Source: an optimization exercise on an open RTL-to-GDS flow (aim: small area and a short achievable clock period). Production flows keep margins and buffers that such runs may drop.
Where RTL was checked, it was by simulation tests only, not by an equivalence proof against the original.
Power and IR drop assume default switching activity.

## run E
==> module bolt_exec, before the edit <==
module bolt_exec (
    input  logic        clk,
    input  logic        rst,      
    input  logic [31:0] instr,    
    input  logic [31:0] rs1,      
    input  logic [31:0] rs2,      
    input  logic [31:0] pc,       
    output logic [31:0] result,   
    output logic [31:0] next_pc,  
    output logic        branch,   
    output logic        reg_wr,   
    output logic        mem_wr,   
    output logic        mem_rd    
);
    logic [6:0] op;
    logic [2:0] f3;
    logic [6:0] f7;
    assign op = instr[6:0];
    assign f3 = instr[14:12];
    assign f7 = instr[31:25];
    logic op03, op13, op17, op23, op33, op37, op63, op67, op6f, op1b, op3b;
    assign op03 = (op == 7'h03);
    assign op13 = (op == 7'h13);
    assign op17 = (op == 7'h17);
    assign op23 = (op == 7'h23);
    assign op33 = (op == 7'h33);
    assign op37 = (op == 7'h37);
    assign op63 = (op == 7'h63);
    assign op67 = (op == 7'h67);
    assign op6f = (op == 7'h6F);
    assign op1b = (op == 7'h1B);
    assign op3b = (op == 7'h3B);
    logic i31, f7z, f7s;
    assign i31 = instr[31];
    assign f7z = (f7 == 7'h00);
    assign f7s = (f7 == 7'h20);
    logic use_rs2, is_s, sub;
    assign use_rs2 = op[5] & (op[4] | (op[6] & ~op[2]));
    assign is_s    = ~op[6] & op[5] & ~op[4];
    assign sub     = (op[4] & ~f3[2] & f3[1]) | (op[4] & op[5] & instr[30]);
    logic [31:0] bv, bx, ap, ag, sum;
    logic        cout;
    assign bv = use_rs2 ? rs2 : {{20{i31}}, instr[31:25], is_s ? instr[11:7] : instr[24:20]};
    assign bx = bv ^ {32{sub}};
    assign ap = rs1 ^ bx;    
    assign ag = rs1 & bx;    
    logic [31:0] aG;
    pfx_main u_add (.g({ag[31:1], ag[0] | (ap[0] & sub)}), .p(ap), .G(aG));
    assign sum  = ap ^ {aG[30:0], sub};
    assign cout = aG[31];
    logic ltu, lts;          
    assign ltu = ~cout;
    assign lts = ltu ^ rs1[31] ^ bv[31];
    logic [31:0] bxe, bG;
    logic bltu, blts, beq;
    assign bxe  = rs1 ^ rs2;
    pfx_cmp u_cmp (.g(bxe & rs2), .p(~bxe), .G(bG));
    assign bltu = bG[31];
    assign blts = bltu ^ rs1[31] ^ rs2[31];
    assign beq  = ~|bxe;
    logic        left;
    logic [31:0] shin, sho;
    logic [4:0]  sh;
    assign left = ~f3[2];
    assign sh   = bv[4:0];
    for (genvar i = 0; i < 32; i++) begin : rev
        assign shin[i] = left ? rs1[31-i] : rs1[i];
    end
    assign sho = $signed({instr[30] & rs1[31] & ~left, shin}) >>> sh;
    logic [31:0] timm, tgt, pc4;
    assign timm[0]     = 1'b0;
    assign timm[4:1]   = ~op[6] ? 4'd0 : (op[3] ? instr[24:21] : instr[11:8]);
    assign timm[10:5]  = ~op[6] ? 6'd0 : instr[30:25];
    assign timm[11]    = ~op[6] ? 1'b0 : (op[3] ? instr[20] : instr[7]);
    assign timm[19:12] = (op[6] & ~op[3]) ? {8{i31}} : instr[19:12];
    assign timm[30:20] = ~op[6] ? instr[30:20] : {11{i31}};
    assign timm[31]    = i31;
    assign tgt[0] = pc[0];
    logic [30:0] tp, tG;
    assign tp = pc[31:1] ^ timm[31:1];
    pfx_tgt u_tgt (.g(pc[31:1] & timm[31:1]), .p(tp), .G(tG));
    assign tgt[31:1] = tp ^ {tG[29:0], 1'b0};
    logic [29:0] iG;
    assign pc4[1:0] = pc[1:0];
    pfx_inc u_inc (.g({29'd0, pc[2]}), .p(pc[31:2]), .G(iG));
    assign pc4[31:2] = pc[31:2] ^ {iG[28:0], 1'b1};
    logic cond, taken;
    assign cond  = f3[2] ? ((f3[1] ? bltu : blts) ^ f3[0]) : (~f3[1] & (beq ^ f3[0]));
    assign taken = op63 & cond;
    logic alu_i, r_ok;
    logic s_sum, s_shl, s_shr, s_slt, s_sltu, s_xor, s_or, s_and, s_tgt, s_lui, s_pc4, s_hold;
    assign alu_i = op13 | op33;
    assign r_ok  = op13 | f7z;    
    assign s_sum  = ~rst & ((op03 & (f3 != 3'd7)) | (op23 & ~f3[2])
                          | (f3 == 3'd0 & (op13 | (op33 & (f7z | f7s))))) ;
    assign s_shl  = ~rst & alu_i & (f3 == 3'd1) & f7z;
    assign s_slt  = ~rst & alu_i & (f3 == 3'd2) & r_ok;
    assign s_sltu = ~rst & alu_i & (f3 == 3'd3) & r_ok;
    assign s_xor  = ~rst & alu_i & (f3 == 3'd4) & r_ok;
    assign s_shr  = ~rst & alu_i & (f3 == 3'd5) & (f7z | f7s);
    assign s_or   = ~rst & alu_i & (f3 == 3'd6) & r_ok;
    assign s_and  = ~rst & alu_i & (f3 == 3'd7) & r_ok;
    assign s_tgt  = ~rst & op17;
    assign s_lui  = ~rst & op37;
    assign s_pc4  = ~rst & (op6f | (op67 & (f3 == 3'd0)));
    assign s_hold = ~rst & ~(s_sum | s_shl | s_slt | s_sltu | s_xor | s_shr | s_or | s_and
                             | s_tgt | s_lui | s_pc4);
    logic [31:0] rval, luiv, shl;
    assign luiv = {instr[31:12], 12'd0};
    for (genvar i = 0; i < 32; i++) begin : rshl
        assign shl[i] = sho[31-i];
    end
    assign rval = ({32{s_sum}} & sum) | ({32{s_shl}} & shl) | ({32{s_shr}} & sho)
                | ({32{s_xor | s_or}} & ap) | ({32{s_or | s_and}} & ag)
                | ({32{s_tgt}} & tgt) | ({32{s_lui}} & luiv) | ({32{s_pc4}} & pc4)
                | ({32{s_hold}} & result)
                | {31'd0, (s_slt & lts) | (s_sltu & ltu)};
    logic jalr, n_tgt, n_sum, n_pc4;
    logic [31:0] nval;
    assign jalr  = op67 & (f3 == 3'd0);
    assign n_tgt = ~rst & (taken | op6f);
    assign n_sum = ~rst & jalr;
    assign n_pc4 = ~rst & ~(taken | op6f | jalr);
    assign nval  = ({32{n_tgt}} & tgt) | ({32{n_sum}} & {sum[31:1], 1'b0}) | ({32{n_pc4}} & pc4);
    logic wr;
    assign wr = op33 | op3b | op13 | op1b | op67 | op03 | op17 | op6f | op37;
    always_ff @(posedge clk) begin
        result  <= rval;
        next_pc <= nval;
        branch  <= ~rst & taken;
        reg_wr  <= ~rst & wr;
        mem_wr  <= ~rst & op23;
        mem_rd  <= ~rst & op03;
    end
endmodule
==> flow/config.mk <==
export PLATFORM = sky130hd
export DESIGN_NAME = bolt_exec
export DESIGN_NICKNAME = bolt_exec
export VERILOG_FILES = /design/flow/design.v
export SDC_FILE = /design/flow/constraint.sdc
export NUM_CORES = 4
export LEC_CHECK = 0
export ABC_AREA = 1
export CAP_MARGIN = 20
export CORE_MARGIN = 2
export CORE_UTILIZATION = 40
export HOLD_SLACK_MARGIN = 0
export SETUP_SLACK_MARGIN = 2.5
export SLEW_MARGIN = 20
export DONT_USE_CELLS += sky130_fd_sc_hd__fa_1 sky130_fd_sc_hd__fa_2 sky130_fd_sc_hd__fa_4 sky130_fd_sc_hd__ha_1 sky130_fd_sc_hd__ha_2 sky130_fd_sc_hd__ha_4
export BUFFER_PORTS_ARGS = -buffer_cell sky130_fd_sc_hd__buf_1
==> flow/constraint.sdc <==
create_clock -name core_clock -period 6.5 [get_ports {clk}]
set_input_delay 1.3000 -clock core_clock [delete_from_list [all_inputs] [get_ports {clk}]]
set_output_delay 1.3000 -clock core_clock [all_outputs]
set_load 0.01 [all_outputs]
standard.sh (not shown) runs the stock make flow with config.mk's settings and CLKGATE_MAP_FILE= SYNTH_SCRIPT=/design/flow/synth_recipe.tcl, a recipe that flattens the netlist after the stock synthesis.
==> flow/flow/run.sh <==
#!/bin/bash
# Layout flow: the standard layout (standard.sh), with two changes to how the
# cells are chosen:
#  - the full and half adder cells are not used, so Yosys does not pre-map adder
#    bits to them and abc maps the whole datapath itself;
#  - the buffer that buffer_ports puts on every input and output port is buf_1.
# Every tool's full output goes to standard.log (make) and the ORFS logs under orfs/logs.
set -euo pipefail
cat >> config.mk <<'CFG'
export DONT_USE_CELLS += sky130_fd_sc_hd__fa_1 sky130_fd_sc_hd__fa_2 sky130_fd_sc_hd__fa_4 sky130_fd_sc_hd__ha_1 sky130_fd_sc_hd__ha_2 sky130_fd_sc_hd__ha_4
export BUFFER_PORTS_ARGS = -buffer_cell sky130_fd_sc_hd__buf_1
CFG
bash standard.sh > standard.log 2>&1
For run B, these inputs were changed with respect to run E:
--- a/flow/design.v
+++ b/flow/design.v
@@ -710,8 +710,8 @@
     assign f7z = (f7 == 7'h00);
     assign f7s = (f7 == 7'h20);
     logic use_rs2, is_s, sub;
-    assign use_rs2 = op[5] & (op[4] | (op[6] & ~op[2]));
-    assign is_s    = ~op[6] & op[5] & ~op[4];
+    assign use_rs2 = op[5] & op[4];
+    assign is_s    = ~op[6] & op[5];
     assign sub     = (op[4] & ~f3[2] & f3[1]) | (op[4] & op[5] & instr[30]);
     logic [31:0] bv, bx, ap, ag, sum;
     logic        cout;
--- outcome ---
- Measured against each other, run E and run B differ in routed length on met3, the lower figure coming from run E.
- Mux contribution to synthesized area on run B is up relative to run E.
- Looking only at footprint of the multi-input gates, and setting everything else aside, the higher value of run E and run B goes to run E.
- Looking at aggregate routed wire length, run B sits 4.3% below run E.
- Run B ends up with a maximum net fanout on the critical path that is 8 lower than in run E.
- Compared with run E, in run B die area now smaller; worst hold slack now smaller.
- Sort run E and run B by cell area after layout, ascending, and run B comes first.
- Run E → run B: core utilization fell 2.1 points; area growth from synthesis to final layout went down 4.3 points; met2 capacity usage during global routing moved down; count of final hold-check violations neither gained nor lost much.
The RTL of run E was laid out without a check of its function.

========
job 101:
RTL: one of the versions met above, not the one the previous note started from.
Size in the first run: ~68 flip-flops, ~200 I/O pins, roughly 0.012 mm2 of cells after synthesis.
==> flow/design.v (excerpt) <==
module bolt_exec (
    input  logic        clk,
    input  logic        rst,      
    input  logic [31:0] instr,    
    input  logic [31:0] rs1,      
    input  logic [31:0] rs2,      
    input  logic [31:0] pc,       
    output logic [31:0] result,   
    output logic [31:0] next_pc,  
    output logic        branch,   
    output logic        reg_wr,   
    output logic        mem_wr,   
    output logic        mem_rd    
);
==> module bolt_exec, before the edit <==
module bolt_exec (
    input  logic        clk,
    input  logic        rst,      
    input  logic [31:0] instr,    
    input  logic [31:0] rs1,      
    input  logic [31:0] rs2,      
    input  logic [31:0] pc,       
    output logic [31:0] result,   
    output logic [31:0] next_pc,  
    output logic        branch,   
    output logic        reg_wr,   
    output logic        mem_wr,   
    output logic        mem_rd    
);
    logic [6:0] op;
    logic [2:0] f3;
    logic [6:0] f7;
    assign op = instr[6:0];
    assign f3 = instr[14:12];
    assign f7 = instr[31:25];
    logic op03, op13, op17, op23, op33, op37, op63, op67, op6f, op1b, op3b;
    assign op03 = (op == 7'h03);
    assign op13 = (op == 7'h13);
    assign op17 = (op == 7'h17);
    assign op23 = (op == 7'h23);
    assign op33 = (op == 7'h33);
    assign op37 = (op == 7'h37);
    assign op63 = (op == 7'h63);
    assign op67 = (op == 7'h67);
    assign op6f = (op == 7'h6F);
    assign op1b = (op == 7'h1B);
    assign op3b = (op == 7'h3B);
    logic i31, f7z, f7s;
    assign i31 = instr[31];
    assign f7z = (f7 == 7'h00);
    assign f7s = (f7 == 7'h20);
    logic use_rs2, is_s, sub;
    assign use_rs2 = op[5] & op[4];
    assign is_s    = ~op[6] & op[5];
    assign sub     = (op[4] & ~f3[2] & f3[1]) | (op[4] & op[5] & instr[30]);
    logic [31:0] bv, bx, ap, ag, sum;
    logic        cout;
    assign bv = use_rs2 ? rs2 : {{20{i31}}, instr[31:25], is_s ? instr[11:7] : instr[24:20]};
    assign bx = bv ^ {32{sub}};
    assign ap = rs1 ^ bx;    
    assign ag = rs1 & bx;    
    logic [31:0] aG;
    pfx_main u_add (.g({ag[31:1], ag[0] | (ap[0] & sub)}), .p(ap), .G(aG));
    assign sum  = ap ^ {aG[30:0], sub};
    assign cout = aG[31];
    logic ltu, lts;          
    assign ltu = ~cout;
    assign lts = ltu ^ rs1[31] ^ bv[31];
    logic [31:0] bxe, bG;
    logic bltu, blts, beq;
    assign bxe  = rs1 ^ rs2;
    pfx_cmp u_cmp (.g(bxe & rs2), .p(~bxe), .G(bG));
    assign bltu = bG[31];
    assign blts = bltu ^ rs1[31] ^ rs2[31];
    assign beq  = ~|bxe;
    logic        left;
    logic [31:0] shin, sho;
    logic [4:0]  sh;
    assign left = ~f3[2];
    assign sh   = bv[4:0];
    for (genvar i = 0; i < 32; i++) begin : rev
        assign shin[i] = left ? rs1[31-i] : rs1[i];
    end
    assign sho = $signed({instr[30] & rs1[31] & ~left, shin}) >>> sh;
    logic [31:0] timm, tgt, pc4;
    assign timm[0]     = 1'b0;
    assign timm[4:1]   = ~op[6] ? 4'd0 : (op[3] ? instr[24:21] : instr[11:8]);
    assign timm[10:5]  = ~op[6] ? 6'd0 : instr[30:25];
    assign timm[11]    = ~op[6] ? 1'b0 : (op[3] ? instr[20] : instr[7]);
    assign timm[19:12] = (op[6] & ~op[3]) ? {8{i31}} : instr[19:12];
    assign timm[30:20] = ~op[6] ? instr[30:20] : {11{i31}};
    assign timm[31]    = i31;
    assign tgt[0] = pc[0];
    logic [30:0] tp, tG;
    assign tp = pc[31:1] ^ timm[31:1];
    pfx_tgt u_tgt (.g(pc[31:1] & timm[31:1]), .p(tp), .G(tG));
    assign tgt[31:1] = tp ^ {tG[29:0], 1'b0};
    logic [29:0] iG;
    assign pc4[1:0] = pc[1:0];
    pfx_inc u_inc (.g({29'd0, pc[2]}), .p(pc[31:2]), .G(iG));
    assign pc4[31:2] = pc[31:2] ^ {iG[28:0], 1'b1};
    logic cond, taken;
    assign cond  = f3[2] ? ((f3[1] ? bltu : blts) ^ f3[0]) : (~f3[1] & (beq ^ f3[0]));
    assign taken = op63 & cond;
    logic alu_i, r_ok;
    logic s_sum, s_shl, s_shr, s_slt, s_sltu, s_xor, s_or, s_and, s_tgt, s_lui, s_pc4, s_hold;
    assign alu_i = op13 | op33;
    assign r_ok  = op13 | f7z;    
    assign s_sum  = ~rst & ((op03 & (f3 != 3'd7)) | (op23 & ~f3[2])
                          | (f3 == 3'd0 & (op13 | (op33 & (f7z | f7s))))) ;
    assign s_shl  = ~rst & alu_i & (f3 == 3'd1) & f7z;
    assign s_slt  = ~rst & alu_i & (f3 == 3'd2) & r_ok;
    assign s_sltu = ~rst & alu_i & (f3 == 3'd3) & r_ok;
    assign s_xor  = ~rst & alu_i & (f3 == 3'd4) & r_ok;
    assign s_shr  = ~rst & alu_i & (f3 == 3'd5) & (f7z | f7s);
    assign s_or   = ~rst & alu_i & (f3 == 3'd6) & r_ok;
    assign s_and  = ~rst & alu_i & (f3 == 3'd7) & r_ok;
    assign s_tgt  = ~rst & op17;
    assign s_lui  = ~rst & op37;
    assign s_pc4  = ~rst & (op6f | (op67 & (f3 == 3'd0)));
    assign s_hold = ~rst & ~(s_sum | s_shl | s_slt | s_sltu | s_xor | s_shr | s_or | s_and
                             | s_tgt | s_lui | s_pc4);
    logic [31:0] rval, luiv, shl;
    assign luiv = {instr[31:12], 12'd0};
    for (genvar i = 0; i < 32; i++) begin : rshl
        assign shl[i] = sho[31-i];
    end
    assign rval = ({32{s_sum}} & sum) | ({32{s_shl}} & shl) | ({32{s_shr}} & sho)
                | ({32{s_xor | s_or}} & ap) | ({32{s_or | s_and}} & ag)
                | ({32{s_tgt}} & tgt) | ({32{s_lui}} & luiv) | ({32{s_pc4}} & pc4)
                | ({32{s_hold}} & result)
                | {31'd0, (s_slt & lts) | (s_sltu & ltu)};
    logic jalr, n_tgt, n_sum, n_pc4;
    logic [31:0] nval;
    assign jalr  = op67 & (f3 == 3'd0);
    assign n_tgt = ~rst & (taken | op6f);
    assign n_sum = ~rst & jalr;
    assign n_pc4 = ~rst & ~(taken | op6f | jalr);
    assign nval  = ({32{n_tgt}} & tgt) | ({32{n_sum}} & {sum[31:1], 1'b0}) | ({32{n_pc4}} & pc4);
    logic wr;
    assign wr = op33 | op3b | op13 | op1b | op67 | op03 | op17 | op6f | op37;
    always_ff @(posedge clk) begin
        result  <= rval;
        next_pc <= nval;
        branch  <= ~rst & taken;
        reg_wr  <= ~rst & wr;
        mem_wr  <= ~rst & op23;
        mem_rd  <= ~rst & op03;
    end
endmodule
Settings: LEC_CHECK=0, ABC_AREA=1, CAP_MARGIN=20, CORE_MARGIN=2, CORE_UTILIZATION=40, CTS_BUF_LIST=sky130_fd_sc_hd__clkbuf_8, HOLD_SLACK_MARGIN=0, SETUP_SLACK_MARGIN=2.6, SLEW_MARGIN=20, BUFFER_PORTS_ARGS=-buffer_cell sky130_fd_sc_hd__buf_1; clock period 6.5 ns.
Scripts as last shown in full above: flow/flow/run.sh
Input-level comparison between job 102 and job 101:
diff --git a/flow/design.v b/flow/design.v
--- a/flow/design.v
+++ b/flow/design.v
@@ -763,32 +763,38 @@
     assign cond  = f3[2] ? ((f3[1] ? bltu : blts) ^ f3[0]) : (~f3[1] & (beq ^ f3[0]));
     assign taken = op63 & cond;
-    logic alu_i, r_ok;
-    logic s_sum, s_shl, s_shr, s_slt, s_sltu, s_xor, s_or, s_and, s_tgt, s_lui, s_pc4, s_hold;
-    assign alu_i = op13 | op33;
-    assign r_ok  = op13 | f7z;    
-    assign s_sum  = ~rst & ((op03 & (f3 != 3'd7)) | (op23 & ~f3[2])
-                          | (f3 == 3'd0 & (op13 | (op33 & (f7z | f7s))))) ;
-    assign s_shl  = ~rst & alu_i & (f3 == 3'd1) & f7z;
-    assign s_slt  = ~rst & alu_i & (f3 == 3'd2) & r_ok;
-    assign s_sltu = ~rst & alu_i & (f3 == 3'd3) & r_ok;
-    assign s_xor  = ~rst & alu_i & (f3 == 3'd4) & r_ok;
-    assign s_shr  = ~rst & alu_i & (f3 == 3'd5) & (f7z | f7s);
-    assign s_or   = ~rst & alu_i & (f3 == 3'd6) & r_ok;
-    assign s_and  = ~rst & alu_i & (f3 == 3'd7) & r_ok;
-    assign s_tgt  = ~rst & op17;
-    assign s_lui  = ~rst & op37;
-    assign s_pc4  = ~rst & (op6f | (op67 & (f3 == 3'd0)));
-    assign s_hold = ~rst & ~(s_sum | s_shl | s_slt | s_sltu | s_xor | s_shr | s_or | s_and
-                             | s_tgt | s_lui | s_pc4);
-    logic [31:0] rval, luiv, shl;
+    logic upd;
+    assign upd = (op03 & (f3 != 3'd7)) | (op23 & ~f3[2])
+               | (op13 & (f3 != 3'd1 | f7z) & (f3 != 3'd5 | f7z | f7s))
+               | (op33 & (f7z | (f7s & (f3 == 3'd0 | f3 == 3'd5))))
+               | op17 | op37 | op6f | (op67 & (f3 == 3'd0));
+    logic v_alu, v_ar, v_pc;
+    logic s_sum, s_shl, s_shr, s_slt, s_sltu, s_xor, s_or, s_and, s_tgt, s_lui, s_pc4;
+    assign v_pc   = op[2];                  
+    assign v_alu  = ~op[2] & op[4];         
+    assign v_ar   = ~op[2] & ~op[4];        
+    assign s_sum  = v_ar | (v_alu & (f3 == 3'd0));
+    assign s_shl  = v_alu & (f3 == 3'd1);
+    assign s_slt  = v_alu & (f3 == 3'd2);
+    assign s_sltu = v_alu & (f3 == 3'd3);
+    assign s_xor  = v_alu & (f3 == 3'd4);
+    assign s_shr  = v_alu & (f3 == 3'd5);
+    assign s_or   = v_alu & (f3 == 3'd6);
+    assign s_and  = v_alu & (f3 == 3'd7);
+    assign s_tgt  = v_pc & ~op[6] & ~op[5];    
+    assign s_lui  = v_pc & ~op[6] & op[5];     
+    assign s_pc4  = v_pc & op[6];              
+    logic [31:0] val, rval, luiv, shl;
+    logic        r_new, r_old;
     assign luiv = {instr[31:12], 12'd0};
     for (genvar i = 0; i < 32; i++) begin : rshl
         assign shl[i] = sho[31-i];
     end
-    assign rval = ({32{s_sum}} & sum) | ({32{s_shl}} & shl) | ({32{s_shr}} & sho)
+    assign val  = ({32{s_sum}} & sum) | ({32{s_shl}} & shl) | ({32{s_shr}} & sho)
                 | ({32{s_xor | s_or}} & ap) | ({32{s_or | s_and}} & ag)
                 | ({32{s_tgt}} & tgt) | ({32{s_lui}} & luiv) | ({32{s_pc4}} & pc4)
-                | ({32{s_hold}} & result)
                 | {31'd0, (s_slt & lts) | (s_sltu & ltu)};
+    assign r_new = ~rst & upd;
+    assign r_old = ~rst & ~upd;
+    assign rval  = ({32{r_new}} & val) | ({32{r_old}} & result);
     logic jalr, n_tgt, n_sum, n_pc4;
     logic [31:0] nval;
Results
Job 102 -> job 101: storage element area delta 0, exact match
[job 102 vs job 101] design area: higher in job 102
Per the comparison of job 102 with job 101, mux share of post-synthesis cell area went up by 0.17 points, clock-net power went down by 26%.
Compared with job 101, job 102 shows a combinational power that is about 10% higher.
Taking job 101 as the reference, in job 102 buffer count excluding the clock tree in the final layout +6, die area +130 um2.
Relative to job 101, setup slack has decreased by 0.0052 ns in job 102.
Summary of job 102 over job 101: final core utilization shows an increase of 0.69 points, shortest period the worst path allows shows an increase of 0.0052 ns, number of gates resized after cts shows a reduction of 3, number of diodes added for antenna fixing shows an increase of 1.
Function not checked in job 102: the RTL went through the layout flow alone.

[what the ideal ports hide]
No port has a modelled driver above. Below, the same layouts with a new extraction and two added sets of constraints. Step 1: set_driving_cell puts a clkbuf_16 on clk and a buf_2 on each other input, an assumption about the parent block. Step 2, shift: input delay + t, output delay - t, t = (earliest + latest rising clock arrival at the registers) / 2. This alone moves slack from input paths to output paths. Three values: ideal ports, drivers, drivers and shift; two values: the first two.
run	t, ns	slack for setup (ns)	worst setup path after step 2	worst data-port slew with drivers (ns)	pins driven straight from the clock port
run E	0.408	2.523 / 2.540 / 2.132	input to register	0.07	1
run B	0.405	2.545 / 2.567 / 2.162	input to register	0.07	1
job 101	0.438	2.655 / 2.673 / 2.236	input to register	0.07	1
job 102	0.429	2.650 / 2.669 / 2.240	input to register	0.06	1
After both steps every run listed still meets setup and hold. For job 101, which loses most, drivers alone change the setup slack by +0.018 ns; drivers and shift together by -0.419 ns.
